This is an optimization exercise on Yosys and OpenROAD, whose aim is small area, not a production implementation.
In this exercise RTL edits were held to simulation tests only and were not proved equivalent to the original.
No activity file was given, so power comes from the tool's default toggle rates.

==> flow/design.v <==
module rand_gen #(
    parameter [8:0] SEED = 9'd0  
)(
    input wire clk_1mhz, input wire rst,
    output reg [8:0] rand_num
);
reg [15:0] lfsr;
always @(posedge clk_1mhz or posedge rst) begin
    if (rst) begin
        lfsr <= {7'd0, SEED};
        rand_num <= 9'd0;
    end else begin
        lfsr <= {lfsr[14:0], lfsr[15] ^ lfsr[13] ^ lfsr[12] ^ lfsr[10]};
        rand_num <= lfsr[8:0];  
    end
end
endmodule
module key_button_input(
    input wire clk_1mhz, input wire rst,
    input wire[10:0] key_button_in,
    output reg button_pressed,
    output reg[3:0] button_value
);
always @(posedge clk_1mhz or posedge rst) begin
    if (rst) begin
        button_pressed <= 1'b0;
        button_value <= 4'd0;
    end else begin
        case (key_button_in)
            11'b000_0000_0001: begin button_pressed <= 1'b1; button_value <= 4'd1; end
            11'b000_0000_0010: begin button_pressed <= 1'b1; button_value <= 4'd2; end
            11'b000_0000_0100: begin button_pressed <= 1'b1; button_value <= 4'd3; end
            11'b000_0000_1000: begin button_pressed <= 1'b1; button_value <= 4'd4; end
            11'b000_0001_0000: begin button_pressed <= 1'b1; button_value <= 4'd5; end
            11'b000_0010_0000: begin button_pressed <= 1'b1; button_value <= 4'd6; end
            11'b000_0100_0000: begin button_pressed <= 1'b1; button_value <= 4'd7; end
            11'b000_1000_0000: begin button_pressed <= 1'b1; button_value <= 4'd8; end
            11'b001_0000_0000: begin button_pressed <= 1'b1; button_value <= 4'd9; end
            11'b010_0000_0000: begin button_pressed <= 1'b1; button_value <= 4'd10; end
            11'b100_0000_0000: begin button_pressed <= 1'b1; button_value <= 4'd11; end
            default: begin button_pressed <= 1'b0; button_value <= 4'd0; end
        endcase
    end
end
endmodule
module leds_output(
    input wire [3:0] mole_pos1,  
    input wire [3:0] mole_pos2,  
    output reg [7:0] leds  
);
always @(*) begin
    leds = 8'b00000000;
    leds = (mole_pos1 != 4'b0000) ? (leds | (8'b1 << (mole_pos1 - 1))) : leds;
    leds = (mole_pos2 != 4'b0000) ? (leds | (8'b1 << (mole_pos2 - 1))) : leds;
end
endmodule
module peizo_output (
    input wire clk_1MHz, input wire rst,
    input wire [3:0] mode,
    output reg piezo_out
);
wire [11:0] freq;
reg  [11:0] cnt;
assign freq = (mode == 4'b0001) ? 12'd19 :  
              (mode == 4'b0010) ? 12'd17 :  
              (mode == 4'b0011) ? 12'd15 :  
              (mode == 4'b0100) ? 12'd14 :  
              (mode == 4'b0101) ? 12'd13 :  
              (mode == 4'b0110) ? 12'd11 :  
              (mode == 4'b0111) ? 12'd10 :  
              (mode == 4'b1000) ? 12'd9  :  
                                    12'd0;   
always @(posedge clk_1MHz or posedge rst) begin
    if (rst) begin
        cnt <= 12'd0;
        piezo_out <= 1'b0;
    end 
    else if (freq > 0) begin
        cnt <= cnt + 12'd1;
        if (cnt >= freq) begin 
            piezo_out <= ~piezo_out;
            cnt <= 12'd0;
        end
    end 
    else begin
        cnt <= 12'd0;
        piezo_out <= 1'b0;
    end
end
endmodule
module seg_output(
    input  wire       clk_1mhz,
    input  wire       rst,
    input  wire [1:0] lives,      
    output reg  [7:0] seg_out    
);
    wire [3:0] lives_ext = {2'b00, lives};
    function [7:0] encode_7seg(input [3:0] digit);
        begin
            case (digit)
                4'd0: encode_7seg = 8'b00111111;
                4'd1: encode_7seg = 8'b00000110;
                4'd2: encode_7seg = 8'b01011011;
                4'd3: encode_7seg = 8'b01001111;
                4'd4: encode_7seg = 8'b01100110;
                4'd5: encode_7seg = 8'b01101101;
                4'd6: encode_7seg = 8'b01111101;
                4'd7: encode_7seg = 8'b00000111;
                4'd8: encode_7seg = 8'b01111111;
                4'd9: encode_7seg = 8'b01101111;
                default: encode_7seg = 8'b00000000;  
            endcase
        end
    endfunction
    always @(posedge clk_1mhz or posedge rst) begin
        if (rst) begin
            seg_out <= 8'b00000000;  
        end else begin
            seg_out <= encode_7seg(lives_ext[3:0]);  
        end
    end
endmodule
module seg_arr_output(
    input  wire       clk_1mhz,
    input  wire       rst,
    input  wire [6:0] base_score, 
    input  wire [9:0] score,      
    output reg  [7:0] seg_out,    
    output reg  [7:0] array_out   
);
    localparam integer REFRESH_DIV = 10;  
    localparam COMMON_ANODE = 1;            
    reg [9:0] refresh_cnt;  
    reg [2:0] scan_idx;     
    always @(posedge clk_1mhz or posedge rst) begin
        if (rst) begin
            refresh_cnt <= 10'd0;
            scan_idx    <= 3'd0;
        end else if (refresh_cnt == REFRESH_DIV - 1) begin
            refresh_cnt <= 10'd0;
            scan_idx    <= scan_idx + 3'd1;
        end else begin
            refresh_cnt <= refresh_cnt + 10'd1;
        end
    end
    wire [13:0] score_clamped = (score > 14'd9999) ? 14'd9999 : score;
    wire [3:0] thousands = score_clamped / 14'd1000;
    wire [3:0] hundreds  = (score_clamped / 14'd100) % 10;
    wire [3:0] tens      = (score_clamped / 14'd10) % 10;
    wire [3:0] ones      = score_clamped % 14'd10;
    wire blank_thousands = (thousands == 4'd0);
    wire blank_hundreds  = blank_thousands && (hundreds == 4'd0);
    wire blank_tens      = blank_hundreds && (tens == 4'd0);
    wire [3:0] bs_tens = (base_score / 7'd10) % 10;
    wire [3:0] bs_ones = base_score % 7'd10;
    wire bs_blank_tens = (bs_tens == 4'd0);
    reg [3:0] digit_val;
    reg       digit_blank;
    always @(*) begin
        digit_blank = 1'b0;
        case (scan_idx)
            3'd7: begin digit_val = 4'h0;    digit_blank = 1'b1; end
            3'd6: begin digit_val = 4'h0;    digit_blank = 1'b1; end
            3'd5: begin digit_val = bs_tens; digit_blank = bs_blank_tens; end
            3'd4: begin digit_val = bs_ones; digit_blank = 1'b0; end 
            3'd3: begin digit_val = thousands; digit_blank = blank_thousands; end  
            3'd2: begin digit_val = hundreds;  digit_blank = blank_hundreds;  end  
            3'd1: begin digit_val = tens;      digit_blank = blank_tens;      end  
            3'd0: digit_val = ones;                                            
            default: begin digit_val = 4'h0; digit_blank = 1'b1; end
        endcase
    end
    function [7:0] encode_digit;
        input [3:0] d;
        begin
            case (d)
                4'd0: encode_digit = 8'b11111100;  
                4'd1: encode_digit = 8'b01100000;  
                4'd2: encode_digit = 8'b11011010;  
                4'd3: encode_digit = 8'b11110010;  
                4'd4: encode_digit = 8'b01100110;  
                4'd5: encode_digit = 8'b10110110;  
                4'd6: encode_digit = 8'b10111110;  
                4'd7: encode_digit = 8'b11100000;  
                4'd8: encode_digit = 8'b11111110;  
                4'd9: encode_digit = 8'b11110110;  
                default: encode_digit = 8'b00000000;  
            endcase
        end
    endfunction
    wire [7:0] seg_raw = encode_digit(digit_val);
    always @(*) begin
        seg_out = digit_blank ? 8'b00000000 : seg_raw;
        if (COMMON_ANODE) begin
            array_out = ~(8'b0000_0001 << scan_idx);  
        end else begin
            array_out = (8'b0000_0001 << scan_idx);   
        end
    end
endmodule
module servo_output (
    input  wire       clk_1mhz,
    input  wire       rst,
    input  wire       enable,       
    input  wire [6:0] timer,        
    output reg        servo_out
);
    localparam integer FRAME_CYCLES       = 200;     
    localparam integer MIN_PULSE_CYCLES   = 7;       
    localparam integer MAX_PULSE_CYCLES   = 23;      
    localparam integer CENTER_PULSE_CYCLES= (MIN_PULSE_CYCLES + MAX_PULSE_CYCLES)/2;  
    localparam integer TIMER_MAX          = 60;      
    reg [14:0] frame_cnt;  
    wire frame_last = (frame_cnt == FRAME_CYCLES - 1);
    always @(posedge clk_1mhz or posedge rst) begin
        if (rst) begin
            frame_cnt <= 15'd0;
        end else if (frame_last) begin
            frame_cnt <= 15'd0;
        end else begin
            frame_cnt <= frame_cnt + 15'd1;
        end
    end
    wire [6:0] timer_clamped = (timer > TIMER_MAX[6:0]) ? TIMER_MAX[6:0] : timer;
    localparam integer RANGE = (MAX_PULSE_CYCLES - MIN_PULSE_CYCLES);  
    wire [21:0] scaled = RANGE * timer_clamped;  
    wire [12:0] mapped_pulse = MIN_PULSE_CYCLES + (scaled / TIMER_MAX);  
    reg [12:0] active_pulse;
    always @(*) begin
        if (!enable) begin
            active_pulse = CENTER_PULSE_CYCLES;
        end else begin
            active_pulse = mapped_pulse;
        end
    end
    always @(posedge clk_1mhz or posedge rst) begin
        if (rst) begin
            servo_out <= 1'b0;  
        end else begin
            servo_out <= (frame_cnt < active_pulse);
        end
    end
endmodule
module rgb_led_output (
    input  wire        clk,
    input  wire        rst,
    input  wire [2:0]  state,
    input  wire        timer_running,
    input  wire [6:0]  timer,
    output reg [3:0]  led_red,
    output reg [3:0]  led_green,
    output reg [3:0]  led_blue
);
    always @(posedge clk or posedge rst) begin
        if (rst) begin
            led_red   <= 4'b0000;
            led_green <= 4'b0000;
            led_blue  <= 4'b0000;
        end else begin
            case (state)
                3'b001: begin 
                    if (timer_running) begin
                        if (timer > 7'd0) begin  
                            led_red   <= 4'b1111;
                            led_green <= 4'b1111;
                            led_blue  <= 4'b0000;
                        end else begin  
                            led_red   <= 4'b0000;
                            led_green <= 4'b1111;
                            led_blue  <= 4'b0000;
                        end
                    end else begin
                        led_red   <= 4'b0000;
                        led_green <= 4'b0000;
                        led_blue  <= 4'b0000;
                    end
                end
                3'b011: begin  
                    led_red   <= 4'b1111;
                    led_green <= 4'b0000;
                    led_blue  <= 4'b0000;
                end
                3'b101: begin  
                    led_red   <= 4'b0000;
                    led_green <= 4'b1111;
                    led_blue  <= 4'b0000;
                end
                default: begin  
                    led_red   <= 4'b0000;
                    led_green <= 4'b0000;
                    led_blue  <= 4'b0000;
                end
            endcase
        end
    end
endmodule
module text_lcd_output (
    input  wire        clk_1mhz,
    input  wire        rst,
    input  wire [2:0]  gsm_state,
    input  wire [1:0]  gsm_stage,
    input  wire [9:0]  gsm_high_score,
    input  wire        gsm_high_score_updated,
    output reg         lcd_rs,
    output reg         lcd_rw,
    output wire        lcd_en,
    output reg [7:0]   lcd_data
);
reg [3:0] state;
parameter delay = 4'd0, 
    function_set = 4'd1, 
    entry_mode = 4'd2,
    disp_onoff = 4'd3,
    line1 = 4'd4,
    line2 = 4'd5,
    delay_t = 4'd6,
    clear_disp = 4'd7,
    idle = 4'd8;
reg update_req;
reg [2:0] prev_gsm_state;
reg prev_high_score_updated;
wire [9:0] high_score_clamped = (gsm_high_score > 10'd999) ? 10'd999 : gsm_high_score;
wire [3:0] hs_hundreds = (high_score_clamped / 10'd100) % 10;
wire [3:0] hs_tens     = (high_score_clamped / 10'd10) % 10;
wire [3:0] hs_ones     = high_score_clamped % 10;
always @(posedge clk_1mhz or posedge rst) begin
    if (rst) begin
        update_req <= 1'b1;
        prev_gsm_state <= 3'b000;
    end
    else begin
        if (gsm_state != prev_gsm_state) begin
            update_req <= 1'b1;
            prev_gsm_state <= gsm_state;
        end
        if (gsm_high_score_updated != prev_high_score_updated) begin
            update_req <= 1'b1;
            prev_high_score_updated <= gsm_high_score_updated;
        end
        else if (state == clear_disp) update_req <= 1'b0;
    end
end
reg clk_100hz;
reg [19:0] cnt_100hz, cnt;
wire lcd_tick = (cnt_100hz >= 20'd49) && !clk_100hz;
wire [19:0] cnt_inc = cnt + 20'd1;
always @(posedge clk_1mhz or posedge rst) begin
    if (rst) begin
        cnt_100hz <= 20'd0;
        clk_100hz <= 1'b0;
    end else begin
        if (cnt_100hz < 20'd49) begin
            cnt_100hz <= cnt_100hz + 20'd1;
        end else begin
            cnt_100hz <= 20'd0;
            clk_100hz <= ~clk_100hz;
        end
    end
end
always @(posedge clk_1mhz or posedge rst) begin
    if (rst) begin
        state <= delay;
        cnt <= 20'd0;
    end
    else if (lcd_tick) begin
        cnt <= cnt_inc;
        case (state)
            delay:          begin if (cnt_inc >= 70) begin state <= function_set; cnt <= 20'd0; end end
            function_set:   begin if (cnt_inc >= 30) begin state <= disp_onoff; cnt <= 20'd0; end end
            disp_onoff:     begin if (cnt_inc >= 30) begin state <= entry_mode; cnt <= 20'd0; end end
            entry_mode:     begin if (cnt_inc >= 30) begin state <= idle; cnt <= 20'd0; end end
            idle:           begin if (update_req) begin state <= clear_disp; cnt <= 20'd0; end end
            line1:          begin if (cnt_inc >= 20) begin state <= line2; cnt <= 20'd0; end end
            line2:          begin if (cnt_inc >= 20) begin state <= idle; cnt <= 20'd0; end end
            delay_t:        begin if (cnt_inc >= 2) begin state <= clear_disp; cnt <= 20'd0; end end
            clear_disp:     begin if (cnt_inc >= 2) begin state <= line1; cnt <= 20'd0; end end
            default:        begin state <= delay; cnt <= 20'd0; end
        endcase
    end
end
always @(posedge clk_1mhz or posedge rst) begin
    if (rst) begin
        lcd_rs   <= 1'b1;
        lcd_rw   <= 1'b1;
        lcd_data <= 8'b00000000;
    end
    else if (lcd_tick) begin
        case (state)
            function_set: begin
                lcd_rs   <= 1'b0; lcd_rw   <= 1'b0; lcd_data <= 8'b00111100;
            end
            disp_onoff: begin 
                lcd_rs   <= 1'b0; lcd_rw   <= 1'b0; lcd_data <= 8'b00001100;
            end
            entry_mode: begin
                lcd_rs   <= 1'b0; lcd_rw   <= 1'b0; lcd_data <= 8'b00000110;
            end
            line1: begin
                lcd_rw <= 1'b0;
                if (gsm_state == 3'b001) begin
                    case (cnt)
                        0: begin
                            lcd_rs   <= 1'b0; lcd_data <= 8'b10000000;  
                        end
                        1: begin
                            lcd_rs   <= 1'b1; lcd_data <= 8'b01010010;  
                        end
                        2: begin
                            lcd_rs   <= 1'b1; lcd_data <= 8'b01000101;  
                        end
                        3: begin
                            lcd_rs   <= 1'b1; lcd_data <= 8'b01000001;  
                        end
                        4: begin
                            lcd_rs   <= 1'b1; lcd_data <= 8'b01000100;  
                        end
                        5: begin
                            lcd_rs   <= 1'b1; lcd_data <= 8'b01011001;  
                        end
                        default : begin
                            lcd_rs <= 1'b1; lcd_data <= 8'b00100000;  
                        end
                    endcase
                end
                else if (gsm_state == 3'b010) begin
                    case (cnt)
                        0: begin
                            lcd_rs   <= 1'b0; lcd_data <= 8'b10000000;  
                        end
                        1: begin
                            lcd_rs   <= 1'b1; lcd_data <= 8'b01010000;  
                        end
                        2: begin
                            lcd_rs   <= 1'b1; lcd_data <= 8'b01001100;  
                        end
                        3: begin
                            lcd_rs   <= 1'b1; lcd_data <= 8'b01000001;  
                        end
                        4: begin
                            lcd_rs   <= 1'b1; lcd_data <= 8'b01011001;  
                        end
                        5: begin
                            lcd_rs   <= 1'b1; lcd_data <= 8'b01001001;  
                        end
                        6: begin
                            lcd_rs   <= 1'b1; lcd_data <= 8'b01001110;  
                        end
                        7: begin
                            lcd_rs   <= 1'b1; lcd_data <= 8'b01000111;  
                        end
                        default : begin
                            lcd_rs <= 1'b1; lcd_data <= 8'b00100000;  
                        end
                    endcase
                end
                else if (gsm_state == 3'b011) begin
                    case (cnt)
                        0: begin
                            lcd_rs   <= 1'b0; lcd_data <= 8'b10000000;  
                        end
                        1: begin
                            lcd_rs   <= 1'b1; lcd_data <= 8'b01000111;  
                        end
                        2: begin
                            lcd_rs   <= 1'b1; lcd_data <= 8'b01000001;  
                        end
                        3: begin
                            lcd_rs   <= 1'b1; lcd_data <= 8'b01001101;  
                        end
                        4: begin
                            lcd_rs   <= 1'b1; lcd_data <= 8'b01000101;  
                        end
                        5: begin
                            lcd_rs   <= 1'b1; lcd_data <= 8'b00100000;  
                        end
                        6: begin
                            lcd_rs   <= 1'b1; lcd_data <= 8'b01001111;  
                        end
                        7: begin
                            lcd_rs   <= 1'b1; lcd_data <= 8'b01010110;  
                        end
                        8: begin
                            lcd_rs   <= 1'b1; lcd_data <= 8'b01000101;  
                        end
                        9: begin
                            lcd_rs   <= 1'b1; lcd_data <= 8'b01010010;  
                        end
                        default : begin
                            lcd_rs <= 1'b1; lcd_data <= 8'b00100000;  
                        end
                    endcase
                end
                else if (gsm_state == 3'b100) begin
                    case (cnt)
                        0: begin
                            lcd_rs   <= 1'b0; lcd_data <= 8'b10000000;  
                        end
                        1: begin
                            lcd_rs   <= 1'b1; lcd_data <= 8'b01010011;  
                        end
                        2: begin
                            lcd_rs   <= 1'b1; lcd_data <= 8'b01010100;  
                        end
                        3: begin
                            lcd_rs   <= 1'b1; lcd_data <= 8'b01000001;  
                        end
                        4: begin
                            lcd_rs   <= 1'b1; lcd_data <= 8'b01000111;  
                        end
                        5: begin
                            lcd_rs   <= 1'b1; lcd_data <= 8'b01000101;  
                        end
                        6: begin
                            lcd_rs   <= 1'b1; lcd_data <= 8'b00100000;  
                        end
                        7: begin
                            lcd_rs   <= 1'b1; lcd_data <= 8'b01000011;  
                        end
                        8: begin
                            lcd_rs   <= 1'b1; lcd_data <= 8'b01001100;  
                        end
                        9: begin
                            lcd_rs   <= 1'b1; lcd_data <= 8'b01000101;  
                        end
                        10: begin
                            lcd_rs   <= 1'b1; lcd_data <= 8'b01000001;  
                        end
                        default : begin
                            lcd_rs <= 1'b1; lcd_data <= 8'b00100000;  
                        end
                    endcase
                end
                else if (gsm_state == 3'b101) begin
                    case (cnt)
                        0: begin
                            lcd_rs   <= 1'b0; lcd_data <= 8'b10000000;  
                        end
                        1: begin
                            lcd_rs   <= 1'b1; lcd_data <= 8'b01000111;  
                        end
                        2: begin
                            lcd_rs   <= 1'b1; lcd_data <= 8'b01000001;  
                        end
                        3: begin
                            lcd_rs   <= 1'b1; lcd_data <= 8'b01001101;  
                        end
                        4: begin
                            lcd_rs   <= 1'b1; lcd_data <= 8'b01000101;  
                        end
                        5: begin
                            lcd_rs   <= 1'b1; lcd_data <= 8'b00100000;  
                        end
                        6: begin
                            lcd_rs   <= 1'b1; lcd_data <= 8'b01000011;  
                        end
                        7: begin
                            lcd_rs   <= 1'b1; lcd_data <= 8'b01001100;  
                        end
                        8: begin
                            lcd_rs   <= 1'b1; lcd_data <= 8'b01000101;  
                        end
                        9: begin
                            lcd_rs   <= 1'b1; lcd_data <= 8'b01000001;  
                        end
                        10: begin
                            lcd_rs   <= 1'b1; lcd_data <= 8'b01010010;  
                        end
                        default : begin
                            lcd_rs <= 1'b1; lcd_data <= 8'b00100000;  
                        end
                    endcase
                end
                else begin
                    case (cnt)
                        0: begin
                            lcd_rs   <= 1'b0; lcd_data <= 8'b10000000;  
                        end
                        default : begin
                            lcd_rs <= 1'b1; lcd_data <= 8'b00100000;  
                        end
                    endcase
                end 
            end
            line2: begin
                if (gsm_state == 3'b001 || gsm_state == 3'b010) begin
                    case(cnt)
                        0: begin
                            lcd_rs   <= 1'b0; lcd_data <= 8'b11000000;  
                        end
                        1: begin
                            lcd_rs   <= 1'b1; lcd_data <= 8'b01010011;  
                        end
                        2: begin
                            lcd_rs   <= 1'b1; lcd_data <= 8'b01010100;  
                        end
                        3: begin
                            lcd_rs   <= 1'b1; lcd_data <= 8'b01000001;  
                        end
                        4: begin
                            lcd_rs   <= 1'b1; lcd_data <= 8'b01000111;  
                        end
                        5: begin
                            lcd_rs   <= 1'b1; lcd_data <= 8'b01000101;  
                        end
                        6: begin
                            lcd_rs   <= 1'b1; lcd_data <= 8'b00111010;  
                        end
                        7: begin
                            lcd_rs   <= 1'b1; lcd_data <= 8'b00100000;  
                        end
                        8: begin
                            lcd_rs   <= 1'b1; lcd_data <= {6'b001100, gsm_stage};  
                        end
                        default : begin
                            lcd_rs <= 1'b1; lcd_data <= 8'b00100000;  
                        end
                    endcase
                end
                else if (gsm_state == 3'b011 || gsm_state == 3'b101) begin
                    case (cnt)
                        0: begin
                            lcd_rs   <= 1'b0;
                            lcd_data <= 8'b11000000;  
                        end
                        1: begin
                            lcd_rs   <= 1'b1;
                            lcd_data <= 8'b01000010;  
                        end
                        2: begin
                            lcd_rs   <= 1'b1;
                            lcd_data <= 8'b01000101;  
                        end
                        3: begin
                            lcd_rs   <= 1'b1;
                            lcd_data <= 8'b01010011;  
                        end
                        4: begin
                            lcd_rs   <= 1'b1;
                            lcd_data <= 8'b01010100;  
                        end
                        5: begin
                            lcd_rs   <= 1'b1;
                            lcd_data <= 8'b00111010;  
                        end
                        6: begin
                            lcd_rs   <= 1'b1;
                            lcd_data <= 8'b00100000;  
                        end
                        8: begin
                            lcd_rs   <= 1'b1;
                            if (hs_hundreds != 4'd0) begin
                                lcd_data <= {4'b0011, hs_hundreds};  
                            end else begin
                                lcd_data <= 8'b00100000;  
                            end
                        end
                        9: begin
                            lcd_rs   <= 1'b1;
                            if (hs_hundreds != 4'd0 || hs_tens != 4'd0) begin
                                lcd_data <= {4'b0011, hs_tens};      
                            end else begin
                                lcd_data <= 8'b00100000;  
                            end
                        end
                        10: begin
                            lcd_rs   <= 1'b1;
                            lcd_data <= {4'b0011, hs_ones};      
                        end
                        11: begin
                            lcd_rs   <= 1'b1;
                            if (gsm_high_score_updated) begin
                                lcd_data <= 8'b00101010;  
                            end else begin
                                lcd_data <= 8'b00100000;  
                            end
                        end
                        default : begin
                            lcd_rs <= 1'b1;
                            lcd_data <= 8'b00100000;  
                        end
                    endcase
                end
                else begin
                    case (cnt)
                        0: begin
                            lcd_rs   <= 1'b0;
                            lcd_data <= 8'b11000000;  
                        end
                        default : begin
                            lcd_rs <= 1'b1;
                            lcd_data <= 8'b00100000;  
                        end
                    endcase
                end
            end
            delay_t: begin
                lcd_rs   <= 1'b0;
                lcd_rw   <= 1'b0;
                lcd_data <= 8'b00000010;             
            end
            clear_disp: begin
                lcd_rs   <= 1'b0;
                lcd_rw   <= 1'b0;
                lcd_data <= 8'b00000001;  
            end
            default: begin
                lcd_rs   <= 1'b1;
                lcd_rw   <= 1'b1;
                lcd_data <= 8'b00000000;
            end
        endcase
    end
end
assign lcd_en = (state == idle) ? 1'b0 : clk_100hz;
endmodule
module gsm(
    input wire clk_1mhz, input wire rst,
    input wire [3:0] flag,  
    input wire trig,  
    output reg done,  
    output reg sec_posedge,  
    output reg timer_running,  
    output reg [6:0] timer,  
    output reg [2:0] state,  
    output reg [1:0] stage,  
    output reg [1:0] lives,  
    output reg [9:0] score,  
    output reg [6:0] base_score,  
    output reg [9:0] high_score,  
    output reg high_score_updated  
);
localparam integer BASE_DURATION = 10'd10;  
localparam integer BASE_SCORE = 7'd30; 
localparam integer PLAY_DURATION = 7'd60; 
localparam integer READY_DURATION = 7'd4; 
reg [1:0] sync_trig;
reg [9:0] clk_cnt, mille_cnt;
always @(posedge clk_1mhz) begin
    if (rst || state == 3'b000) begin
        done <= 1'b0;
        sec_posedge <= 1'b0;
        timer_running <= 1'b0;
        timer <= READY_DURATION;
        state <= 3'b001;  
        stage <= 2'd1;  
        lives <= 2'd3;  
        base_score <= BASE_SCORE;  
        score <= 10'd0;  
        high_score <= 10'd0;  
        high_score_updated <= 1'b0;  
        sync_trig <= 2'b00;
        clk_cnt <= 10'd0;
        mille_cnt <= 10'd0;
    end
    else begin
        done <= 1'b0;
        sec_posedge <= 1'b0;
        sync_trig <= {sync_trig[0], trig};
        if (sync_trig[0] & ~sync_trig[1]) begin
            case (flag)
                4'b0001: begin 
                    score <= score + 10'd1; 
                    if (base_score > 0) begin
                        base_score <= base_score - 7'd1;
                    end
                end  
                4'b0010: begin if (lives > 0) lives <= lives - 2'd1; end  
                4'b0100: begin timer_running <= 1'b0; end  
                4'b0101: begin timer_running <= 1'b1; end  
                4'b1000: begin   
                    state <= 3'b001; 
                    timer <= READY_DURATION;
                    timer_running <= 1'b0; 
                    lives <= 2'd3;  
                    base_score <= BASE_SCORE;  
                    high_score_updated <= 1'b0;
                end
                4'b1010: begin 
                    state <= 3'b010;  
                    timer <= PLAY_DURATION;
                    timer_running <= 1'b1;
                    high_score_updated <= 1'b0;
                end
                4'b1100: begin
                    state <= 3'b100;
                    stage <= stage + 2'd1;
                    timer_running <= 1'b0;
                    high_score_updated <= 1'b0;
                end
                4'b1101: begin 
                    state <= 3'b011;
                    timer_running <= 1'b0;
                    if (score > high_score) begin
                        high_score <= score;  
                        high_score_updated <= 1'b1;
                    end
                end
                4'b1110: begin 
                    state <= 3'b101;
                    timer_running <= 1'b0;
                    if (score > high_score) begin
                        high_score <= score;  
                        high_score_updated <= 1'b1;
                    end
                end
                4'b1111: begin 
                    state <= 3'b001;  
                    timer <= READY_DURATION;
                    timer_running <= 1'b0;
                    stage <= 2'd1;  
                    lives <= 2'd3;  
                    score <= 10'd0;  
                    base_score <= BASE_SCORE;  
                    high_score_updated <= 1'b0;
                end
            endcase
            done <= 1'b1;
        end
        if (timer_running) begin
            if (clk_cnt < BASE_DURATION - 1) begin
                clk_cnt <= clk_cnt + 10'd1;
            end else begin
                clk_cnt <= 10'd0;
                if (mille_cnt < 10'd999) begin
                    mille_cnt <= mille_cnt + 10'd1;
                end else begin
                    mille_cnt <= 10'd0;
                    if (timer > 0) begin
                        timer <= timer - 7'd1;
                        sec_posedge <= 1'b1;
                    end else begin
                        timer_running <= 1'b0; 
                    end
                end
            end
        end else begin
            clk_cnt <= 10'd0;
            mille_cnt <= 10'd0;
        end
    end
end
endmodule
module igm #(
    parameter [8:0] SEED = 9'd0  
)(
    input wire clk_1mhz,
    input wire rst,
    input wire enable,
    input wire [1:0] gsm_stage,
    output reg [3:0] mole_pos  
);
localparam integer BASE_DURATION = 10'd10;  
wire [9:0] mole_dur;
wire [8:0] inter_limit;
assign mole_dur = (gsm_stage == 2'b01) ? 10'd1000 :  
                  (gsm_stage == 2'b10) ? 10'd750  :  
                  (gsm_stage == 2'b11) ? 10'd500  :  
                                         10'd1000;  
assign inter_limit = (gsm_stage == 2'b01) ? 9'd500 :  
                     (gsm_stage == 2'b10) ? 9'd250 :  
                     (gsm_stage == 2'b11) ? 9'd200 :  
                                            9'd500;  
reg [9:0] clk_cnt, mille_cnt;
wire [8:0] rand_val;  
reg [1:0] mole_state;  
reg [8:0] mole_interval;  
rand_gen #(.SEED(SEED)) rg_inst(
    .clk_1mhz(clk_1mhz),
    .rst(rst),
    .rand_num(rand_val)
);
always @(posedge clk_1mhz or posedge rst) begin
    if (rst) begin
        clk_cnt <= 10'd0;
        mille_cnt <= 10'd0;
        mole_pos <= 4'b0000;
        mole_state <= 2'b00;
        mole_interval <= 9'd0;
    end else if (!enable) begin
        clk_cnt <= 10'd0;
        mille_cnt <= 10'd0;
        mole_pos <= 4'b0000;
        mole_state <= 2'b00;
        mole_interval <= 9'd0;
    end else begin
        if (mole_state == 2'b01) begin  
            if (clk_cnt < BASE_DURATION - 1) begin
                clk_cnt <= clk_cnt + 10'd1;
            end else begin
                clk_cnt <= 10'd0;
                if (mille_cnt < mole_dur - 1) begin
                    mille_cnt <= mille_cnt + 10'd1;
                end else begin
                    clk_cnt <= 10'd0;
                    mille_cnt <= 10'd0;
                    mole_interval <= (rand_val % inter_limit) + 9'd1;  
                    mole_pos <= 4'b0000;  
                    mole_state <= 2'b10;  
                end
            end
        end else if (mole_state == 2'b10) begin  
            if (clk_cnt < BASE_DURATION - 1) begin
                clk_cnt <= clk_cnt + 10'd1;
            end else begin
                clk_cnt <= 10'd0;
                if (mille_cnt < mole_interval - 1) begin
                    mille_cnt <= mille_cnt + 10'd1;
                end else begin
                    clk_cnt <= 10'd0;
                    mille_cnt <= 10'd0;
                    mole_pos <= (rand_val % 8) + 4'b0001;  
                    mole_state <= 2'b01;  
                end
            end
        end else begin  
            clk_cnt <= 10'd0;
            mille_cnt <= 10'd0;
            mole_interval <= (rand_val % inter_limit) + 9'd1;  
            mole_pos <= (rand_val % 8) + 4'b0001;  
            mole_state <= 2'b01;  
        end
    end
end
endmodule
module sndm(
    input wire clk_1mhz,
    input wire rst,
    input wire [2:0] snd_mode,  
    input wire trig,  
    output reg playing,
    output wire piezo_out  
);
wire [3:0] buzzer_mode;
peizo_output peizo_inst(
    .clk_1MHz(clk_1mhz),
    .rst(rst),
    .mode(buzzer_mode),
    .piezo_out(piezo_out)
);
localparam integer BASE_CYCLES = 18'd2000;  
wire [3:0] snd_table [0:6];  
reg [2:0] snd_mode_latched;
assign snd_table[0] = (snd_mode_latched == 3'b001) ? 4'b0010 :  
                      (snd_mode_latched == 3'b010) ? 4'b1000 :  
                      (snd_mode_latched == 3'b011) ? 4'b0001 :  
                      (snd_mode_latched == 3'b100) ? 4'b0011 :  
                      (snd_mode_latched == 3'b101) ? 4'b0001 :  
                      (snd_mode_latched == 3'b110) ? 4'b1000 :  
                      (snd_mode_latched == 3'b111) ? 4'b0111 :  
                                                  4'b1111;  
assign snd_table[1] = (snd_mode_latched == 3'b011) ? 4'b0101 :  
                      (snd_mode_latched == 3'b100) ? 4'b0000 :  
                      (snd_mode_latched == 3'b101) ? 4'b0011 :  
                      (snd_mode_latched == 3'b110) ? 4'b0101 :  
                      (snd_mode_latched == 3'b111) ? 4'b0011 :  
                                                  4'b1111;  
assign snd_table[2] = (snd_mode_latched == 3'b100) ? 4'b0011 :  
                      (snd_mode_latched == 3'b101) ? 4'b0101 :  
                      (snd_mode_latched == 3'b110) ? 4'b0011 :  
                      (snd_mode_latched == 3'b111) ? 4'b0101 :  
                                                  4'b1111;  
assign snd_table[3] = (snd_mode_latched == 3'b101) ? 4'b1000 :  
                      (snd_mode_latched == 3'b110) ? 4'b0001 :  
                      (snd_mode_latched == 3'b111) ? 4'b0000 :  
                                                  4'b1111;  
assign snd_table[4] = (snd_mode_latched == 3'b111) ? 4'b0010 :  
                                                  4'b1111;  
assign snd_table[5] = (snd_mode_latched == 3'b111) ? 4'b0100 :  
                                                  4'b1111;  
assign snd_table[6] = (snd_mode_latched == 3'b111) ? 4'b1000 :  
                                                  4'b1111;  
reg [17:0] clk_cnt;  
reg [2:0] snd_idx;   
reg prev_trig;       
assign buzzer_mode = (playing && (snd_table[snd_idx] != 4'b1111)) ? snd_table[snd_idx] : 4'b0000;
always @(posedge clk_1mhz or posedge rst) begin
    if (rst) begin
        clk_cnt <= 18'd0;
        snd_idx <= 3'd0;
        playing <= 1'b0;
        prev_trig <= 1'b0;
        snd_mode_latched <= 3'd0;
    end else begin
        prev_trig <= trig;
        if (trig && !prev_trig) begin
            playing <= 1'b1;
            snd_idx <= 3'd0;
            clk_cnt <= 18'd0;
            snd_mode_latched <= snd_mode;  
        end else if (playing) begin
            if (clk_cnt < BASE_CYCLES - 1) begin
                clk_cnt <= clk_cnt + 18'd1;
            end else begin
                clk_cnt <= 18'd0;
                if ((snd_idx < 3'd6) && (snd_table[snd_idx + 3'd1] != 4'b1111)) begin
                    snd_idx <= snd_idx + 3'd1;
                end else begin
                    playing <= 1'b0;
                    snd_idx <= 3'd0;
                end
            end
        end else begin
            clk_cnt <= 18'd0;
            snd_idx <= 3'd0;
        end
    end
end
endmodule
module gm(
    input wire clk_1mhz, input wire rst,
    input wire [10:0] btn_in,  
    output wire piezo_out,  
    output wire [7:0] led_out,  
    output wire [7:0] seg_out,  
    output wire [7:0] seg_arr_out,  
    output wire [7:0] seg_sel_out,  
    output wire servo_out,  
    output wire [3:0] led_red_out,
    output wire [3:0] led_green_out,
    output wire [3:0] led_blue_out,
    output wire [7:0] lcd_data,
    output wire lcd_rs,
    output wire lcd_rw,
    output wire lcd_en
);
reg gsm_trig;
reg[3:0] gsm_flag;
wire gsm_done;
wire gsm_sec_posedge;
wire gsm_timer_running;
wire [6:0] gsm_timer;
wire [2:0] gsm_state;
wire [1:0] gsm_stage;
wire [1:0] gsm_lives;
wire [9:0] gsm_score;
wire [6:0] gsm_base_score;
wire [9:0] gsm_high_score;
wire gsm_high_score_updated;
gsm gsm_inst(
    .clk_1mhz(clk_1mhz),
    .rst(rst),
    .flag(gsm_flag),
    .trig(gsm_trig),
    .done(gsm_done),
    .sec_posedge(gsm_sec_posedge),
    .timer_running(gsm_timer_running),
    .timer(gsm_timer),
    .state(gsm_state),
    .stage(gsm_stage),
    .lives(gsm_lives),
    .score(gsm_score),
    .base_score(gsm_base_score),
    .high_score(gsm_high_score),
    .high_score_updated(gsm_high_score_updated)
);
wire [3:0] igm_mole_pos1;
wire [3:0] igm_mole_pos2;
wire igm_enable;
assign igm_enable = ((gsm_state == 3'b010) && gsm_timer_running);  
igm #(.SEED(9'd123)) igm_inst1(
    .clk_1mhz(clk_1mhz),
    .rst(rst),
    .enable(igm_enable),  
    .gsm_stage(gsm_stage),
    .mole_pos(igm_mole_pos1)
);
igm #(.SEED(9'd456)) igm_inst2(
    .clk_1mhz(clk_1mhz),
    .rst(rst),
    .enable(igm_enable),  
    .gsm_stage(gsm_stage),
    .mole_pos(igm_mole_pos2)
);
wire snd_playing;
reg snd_trig;
reg [2:0] snd_mode;
sndm sndm_inst(
    .clk_1mhz(clk_1mhz),
    .rst(rst),
    .snd_mode(snd_mode),
    .trig(snd_trig),
    .playing(snd_playing),
    .piezo_out(piezo_out)
);
wire btn_pressed;
wire [3:0] btn_value;
key_button_input kbi_inst(
    .clk_1mhz(clk_1mhz),
    .rst(rst),
    .key_button_in(btn_in),
    .button_pressed(btn_pressed),
    .button_value(btn_value)
);
leds_output leds_inst(
    .mole_pos1(igm_mole_pos1),
    .mole_pos2(igm_mole_pos2),
    .leds(led_out)
);
seg_output seg_single_inst(
    .clk_1mhz(clk_1mhz),
    .rst(rst),
    .lives(gsm_lives),
    .seg_out(seg_out)
);
seg_arr_output seg_inst(
    .clk_1mhz(clk_1mhz),
    .rst(rst),
    .base_score(gsm_base_score),  
    .score(gsm_score),
    .seg_out(seg_arr_out),
    .array_out(seg_sel_out)
);
servo_output servo_inst(
    .clk_1mhz(clk_1mhz),
    .rst(rst),
    .enable(igm_enable),  
    .timer(gsm_timer),
    .servo_out(servo_out)
);
rgb_led_output rgb_led_inst(
    .clk(clk_1mhz),
    .rst(rst),
    .state(gsm_state),
    .timer_running(gsm_timer_running),
    .timer(gsm_timer),
    .led_red(led_red_out),
    .led_green(led_green_out),
    .led_blue(led_blue_out)
);
text_lcd_output lcd_inst(
    .clk_1mhz(clk_1mhz),
    .rst(rst),
    .gsm_state(gsm_state),
    .gsm_stage(gsm_stage),
    .gsm_high_score(gsm_high_score),
    .gsm_high_score_updated(gsm_high_score_updated),
    .lcd_rs(lcd_rs),
    .lcd_rw(lcd_rw),
    .lcd_en(lcd_en),
    .lcd_data(lcd_data)
);
reg [1:0] snd_sync, btn_sync, gsm_timer_sync, gsm_sec_sync;
reg ready_btn_clicked, state_sound_played;
always @(posedge clk_1mhz or posedge rst) begin
    if (rst) begin
        gsm_trig <= 1'b0;
        gsm_flag <= 4'd0;
        snd_trig <= 1'b0;
        snd_mode <= 3'd0;
        snd_sync <= 2'd0;
        btn_sync <= 2'd0;
        gsm_timer_sync <= 2'd0;
        gsm_sec_sync <= 2'd0;
        ready_btn_clicked <= 1'b0;
        state_sound_played <= 1'b0;
    end else begin
        gsm_timer_sync <= {gsm_timer_sync[0], gsm_timer_running};
        snd_sync <= {snd_sync[0], snd_playing};
        btn_sync <= {btn_sync[0], btn_pressed};
        gsm_sec_sync <= {gsm_sec_sync[0], gsm_sec_posedge};
        if (gsm_state == 3'b001) begin
            gsm_trig <= 1'b0;
            snd_trig <= 1'b0;
            if ((btn_sync == 2'b01) && (btn_value == 4'd10)) begin  
                gsm_flag <= 4'b0101;  
                gsm_trig <= 1'b1;
                ready_btn_clicked <= 1'b1;
            end 
            if (ready_btn_clicked) begin
                if (gsm_sec_sync == 2'b01 && !snd_playing) begin  
                    if (gsm_timer == 7'd0) begin
                        snd_mode <= 3'b010;  
                        snd_trig <= 1'b1;
                    end else begin
                        snd_mode <= 3'b001;  
                        snd_trig <= 1'b1;
                    end
                end
                if (gsm_timer_sync == 2'b10) begin  
                    gsm_flag <= 4'b1010;  
                    gsm_trig <= 1'b1;
                end
            end
        end
        else if (gsm_state == 3'b010) begin
            gsm_trig <= 1'b0;
            snd_trig <= 1'b0;
            ready_btn_clicked <= 1'b0;
            state_sound_played <= 1'b0;
            if (gsm_lives != 2'd0) begin
                if (btn_sync == 2'b01) begin  
                    if ((btn_value >= 4'd1) && (btn_value <= 4'd8)) begin
                        if ((igm_mole_pos1 == btn_value) || (igm_mole_pos2 == btn_value)) begin  
                            gsm_flag <= 4'b0001;  
                            gsm_trig <= 1'b1;
                            snd_mode <= 3'b011;  
                            snd_trig <= 1'b1;
                        end else begin  
                            gsm_flag <= 4'b0010;  
                            gsm_trig <= 1'b1;
                            snd_mode <= 3'b100;  
                            snd_trig <= 1'b1;
                        end
                    end
                end
                if (gsm_timer_sync == 2'b10) begin  
                    if (gsm_base_score > 7'd0) begin
                        gsm_flag <= 4'b1101;  
                    end else if (gsm_stage < 2'd3) begin
                        gsm_flag <= 4'b1100;  
                    end else begin
                        gsm_flag <= 4'b1110;  
                    end
                    gsm_trig <= 1'b1;
                end
            end else begin
                if (!gsm_done) begin
                    if (gsm_base_score > 7'd0) begin
                        gsm_flag <= 4'b1101;  
                    end else if (gsm_stage < 2'd3) begin
                        gsm_flag <= 4'b1100;  
                    end else begin
                        gsm_flag <= 4'b1110;  
                    end
                    gsm_trig <= 1'b1;
                end
            end
        end
        else if (gsm_state == 3'b011) begin
            gsm_trig <= 1'b0;
            snd_trig <= 1'b0;
            if (!snd_playing && !state_sound_played) begin
                snd_mode <= 3'b110;  
                snd_trig <= 1'b1;
                state_sound_played <= 1'b1;  
            end
            if (btn_sync == 2'b01 && (btn_value == 4'd10)) begin  
                gsm_flag <= 4'b1111;  
                gsm_trig <= 1'b1;
            end
        end
        else if (gsm_state == 3'b100) begin
            gsm_trig <= 1'b0;
            snd_trig <= 1'b0;
            if (!snd_playing) begin
                if (snd_mode != 3'b101) begin
                    snd_mode <= 3'b101;  
                    snd_trig <= 1'b1;
                end else begin
                    gsm_flag <= 4'b1000;  
                    gsm_trig <= 1'b1;
                end
            end
        end
        else if (gsm_state == 3'b101) begin
            gsm_trig <= 1'b0;
            snd_trig <= 1'b0;
            if (!snd_playing && !state_sound_played) begin
                snd_mode <= 3'b111;  
                snd_trig <= 1'b1;
                state_sound_played <= 1'b1;  
            end
            if (btn_sync == 2'b01 && (btn_value == 4'd10)) begin  
                gsm_flag <= 4'b1111;  
                gsm_trig <= 1'b1;
            end
        end
    end
end
endmodule
==> flow/run.sh <==
#!/bin/bash
# synth_recipe.tcl (not shown) runs the flow's synth.tcl, then flattens the netlist and writes it again
# the make line also repeats each setting of config.mk as NAME=value (left out here)
make -C /OpenROAD-flow-scripts/flow DESIGN_CONFIG=/design/flow/config.mk WORK_HOME=/design/flow/orfs CLKGATE_MAP_FILE= SYNTH_SCRIPT=/design/flow/synth_recipe.tcl finish
==> flow/config.mk <==
export PLATFORM = sky130hd
export DESIGN_NAME = gm
export DESIGN_NICKNAME = gm
export VERILOG_FILES = /design/flow/design.v
export SDC_FILE = /design/flow/constraint.sdc
export NUM_CORES = 4
export LEC_CHECK = 0
export CAP_MARGIN = 20
export CORE_MARGIN = 2
export CORE_UTILIZATION = 40
export SLEW_MARGIN = 20
==> flow/constraint.sdc <==
create_clock -name core_clock -period 25.0 [get_ports {clk_1mhz}]
set_input_delay 5.0000 -clock core_clock [delete_from_list [all_inputs] [get_ports {clk_1mhz}]]
set_output_delay 5.0000 -clock core_clock [all_outputs]
set_load 0.01 [all_outputs]
==> key figures <==
Synth
  • Area contributors post-synth: dfrtp_1, ha_1, nor2_1, dfxtp_1, o21ai_0
  • #FFs+latches synth: 336
  • Primary FF master, synth: dfrtp_1
  • Most frequent cell after synthesis: nor2_1
  • Post-synth cell types: 127
  • Mapped Area: between 20000 and 30000 um^2
  • EDFF count, synth: 1
  • YS warnings: 15
  • Seq/Total Area, Yosys: 29.8%
  • Top cell type's share of synthesized area: 23.5%
  • Gate Count Post-Synth: roughly 3400
  • Largest area contributor in the netlist: dfrtp_1
  • Synthesized area per cell: 8.05 um^2
  • Async set or reset register ratio after synthesis: 79.8%
  • Commonest cells post-synth: nor2_1, nand2_1, o21ai_0, dfrtp_1, a21oi_1

Clocking
  • Postcts setup bufs: 0
  • CTS Buf Count: 38
  • Skew-Pair Late Insertion Delay: 0.55 ns
  • CTS tree: done
  • H-Tree Depth: 2
  • CTS sink cnt: 336
  • # hold bufs at CTS: 0
  • CTS Buffer Depth: 3
  • Post_cts resized: 0
  • Root buffer cell: clkbuf_16
  • Worst-path clk slew: 0.06 ns

Power
  • PD cells: between 40 and 50 nW/um^2
  • Peak VDD IR: 60.4 uV
  • Leak pwr: 12.7 nW

Setup path
  • Reg2reg setup slack: 15.61 ns
  • Worst Setup End Kind: primary output
  • CP max stage cell: dfxtp_1
  • Worst Setup Start Kind: flip-flop
  • WP data arrival: roughly 8.6 ns
  • Largest stage delay, worst path: around 0.86 ns
  • Worst path bufs/invs: 5
  • CP Class: reg -> out
  • Crit path max-delay family: compound AO/OA/AOI/OAI gates
  • Required time of the critical path: 20.00 ns
  • Crit Path Max Fanout: 24

Detailed routing
  • Detailed Route WL: 67.3 mm
  • Via/cell ratio: 5.66
  • Wire per inst: 15.7 um
  • DRT antenna net count: 0
  • Via count: 24253
  • 1st-iter DRT viols: 1860
  • # DRC: 0
  • DR pass1 iterations: 5

STA
  • Slew margin rel.: 32.7%
  • RSZ-0062 raised after global routing: no
  • Least-Margin Pin Slew: around 1.0 ns
  • Tmin final: 13.64 ns
  • Layout Skew: ~0.017 ns
  • Final-report setup violation count: 0
  • Final Hold Viols: 0
  • Setup TNS: 0 ns
  • PnR worst setup slack: 11.36 ns
  • Max Slew Vio Count: 0
  • Crit share post-route: 54.5%
  • Worst Hold Margin: approximately 0.35 ns
  • FMAX: 73.3 MHz

Place
  • I/O Buffers: 63
  • Placed cell areas: 28500 um^2
  • Pre-CTS setup slack: 11.98 ns
  • Final RePlAce weighted congestion: just over 0.9
  • HPWL Detailed: 48.5 mm
  • Placed Cells: 4212

Die
  • Die W: 265 um
  • Initial Utilization: 40.4%
  • Site row count: 95
  • Top Ports: 70
  • Die height: between 200 and 300 um
  • Die footprint: around 70000 um^2
  • Core ar.: between 60000 and 70000 um^2

Cells and area
  • Layout area overhead: 9.95%
  • Nets: around 3600
  • Final cell count without fillers: 4283
  • Final instance area: 29900 um^2
  • Layout cells sized above 1: roughly 6.6%

Global routing
  • GR Layer Usage met2: 29.9%
  • GRT Total Usage: 19.0%
  • Initial antenna violation count: 1
  • First-pass GRT wire length: about 110 mm
  • Grt ovf: 0
  • Met1 Use GR: 27.8%
  • Busiest layer in global routing: met2
  • Met3 Use GR: 2.13%
  • Largest net degree at the start of global routing: between 100 and 150
  • Vias in the first global route: 22582

Worst hold path
  • Hold crit path type: reg -> reg

Flow run
  • Max-Cap Viols: 0

Run status
  • Outcome: timing/DRC/antenna clean
==> layout make-up <==
class                   count  area (um^2)
fillers                  6714        37400
multi-input cells        2758        17900
flip-flops and latches    336         8090
well taps                 873         1090
clock buffers              50         1080
repair buffers             90          835
inverters                 156          598
clock inverters            19          292
diodes                      1         2.50
==> worst paths after layout <==
check / startpoint / cells after the start / endpoint
worst max-delay path: gsm_inst.score[8] / 27 / seg_arr_out[7]
min in group asynchronous: rst / 2 / lcd_inst.prev_gsm_state[0]
worst min-delay path: igm_inst1.rg_inst.lfsr[14] / 0 / igm_inst1.rg_inst.lfsr[15]
worst max register to register: gsm_inst.high_score[6] / 28 / lcd_inst.lcd_data[1]
worst min register to register: igm_inst1.rg_inst.lfsr[14] / 0 / igm_inst1.rg_inst.lfsr[15]
max in group asynchronous: rst / 3 / lcd_inst.cnt_100hz[10]
==> stage by stage <==
stage / utilization [%] / total power [mW]
4_1_cts: 44.4 / 1.42
3_3_place_gp: 42.4 / 0.803
2_1_floorplan: - / 0.741
3_5_place_dp: 42.4 / 0.801
6_report: 44.5 / 1.41
5_1_grt: 44.5 / 1.48
==> state kept, by name (all words and copies together), names as in the netlist, 12 cells and up <==
signal,count
lcd_inst.cnt,20
igm_inst1.rg_inst.lfsr,13
servo_inst.frame_cnt,15
sndm_inst.clk_cnt,18
lcd_inst.cnt_100hz,20
igm_inst2.rg_inst.lfsr,12
sndm_inst.peizo_inst.cnt,12
==> cells in the final DEF (no fill, tap or decap), types with 13 or more instances in the layout <==
cell and count:
inv_1 138, o21ai_1 15, nand2b_1 78, a221oi_1 15
a31oi_1 48, mux2i_1 43, nand2_1 284, clkdlybuf4s50_1 63
nand3_1 101, ha_1 184, and3_1 60, o21a_1 20
buf_4 25, a21boi_0 16, o221ai_1 15, dfxtp_1 67
clkbuf_16 39, or3_1 28, o211ai_1 36, nor4_1 32
dfrtp_1 255, xor2_1 79, o31ai_1 34, mux2_2 22
dfstp_2 13, or2_2 14, a21oi_1 211, nor2b_1 48
nand4_1 44, o22ai_1 35, a21o_1 29, o21ai_0 258
and2_1 39, xnor2_1 110, o2111ai_1 16, a211oi_1 21
nor2_1 370, conb_1 55, nor3_1 94
==> per-layer routing <==
metal  vias up  share of wire, %
li1      12197                 -
met1     11393                49
met2       573                44
met3        90               4.3
met4         0               1.9
met5         -                 0
==> worst register-to-register path, delay by kind of cell, from the launching register on <==
family                     cells  cell delay, ns
AOI/OAI and AO/OA             14            4.66
xor gates and xnor gates       1            0.22
adders and majority gates      3            0.96
buffers and inverters          4            1.15
DFF                            1            0.85
and+or+nand+nor                6            1.43
==> cells by family after synthesis <==
logic type / Yosys count / synth area share (%)
and+or+nand+nor: 1281 / 23.4
muxes: 68 / 2.66
DFF: 336 / 29.8
buffers and inverters: 338 / 5.15
other: 2 / 0.0276
xor gates and xnor gates: 191 / 6.20
adders and majority gates: 195 / 8.88
AOI/OAI and AO/OA: 968 / 23.9
==> power breakdown <==
| part | switching [mW] | leakage, nW | total, mW | internal, mW |
|---|---|---|---|---|
| clock | 0.232 | 0.662 | 0.609 | 0.377 |
| sequential | 0.0209 | 4.06 | 0.578 | 0.557 |
| combinational | 0.145 | 7.94 | 0.220 | 0.0751 |
| total | 0.397 | 12.7 | 1.41 | 1.01 |

## port drivers added, routing unchanged
The flow's constraints put no driver on any port. The routed layout listed below was extracted and timed again, unchanged, in two steps.
Step 1 assumes that a clkbuf_16 drives the clock port and a buf_2 every other input.
Step 2, shift: input delay + t, output delay - t, t = (earliest + latest rising clock arrival at the registers) / 2. This alone moves slack from input paths to output paths.
Slacks: ideal ports / drivers / drivers and shift; pairs: ideal ports / drivers.
t, ns: 0.595
setup slack, ns: 11.363 / 11.309 / 11.903
latest minus earliest clock arrival (ns): 0.022 / 0.021
pins driven straight from the clock port: 1
After both steps this run still meets setup and hold. For this run, drivers alone change the setup slack by -0.054 ns; drivers and shift together by +0.540 ns.
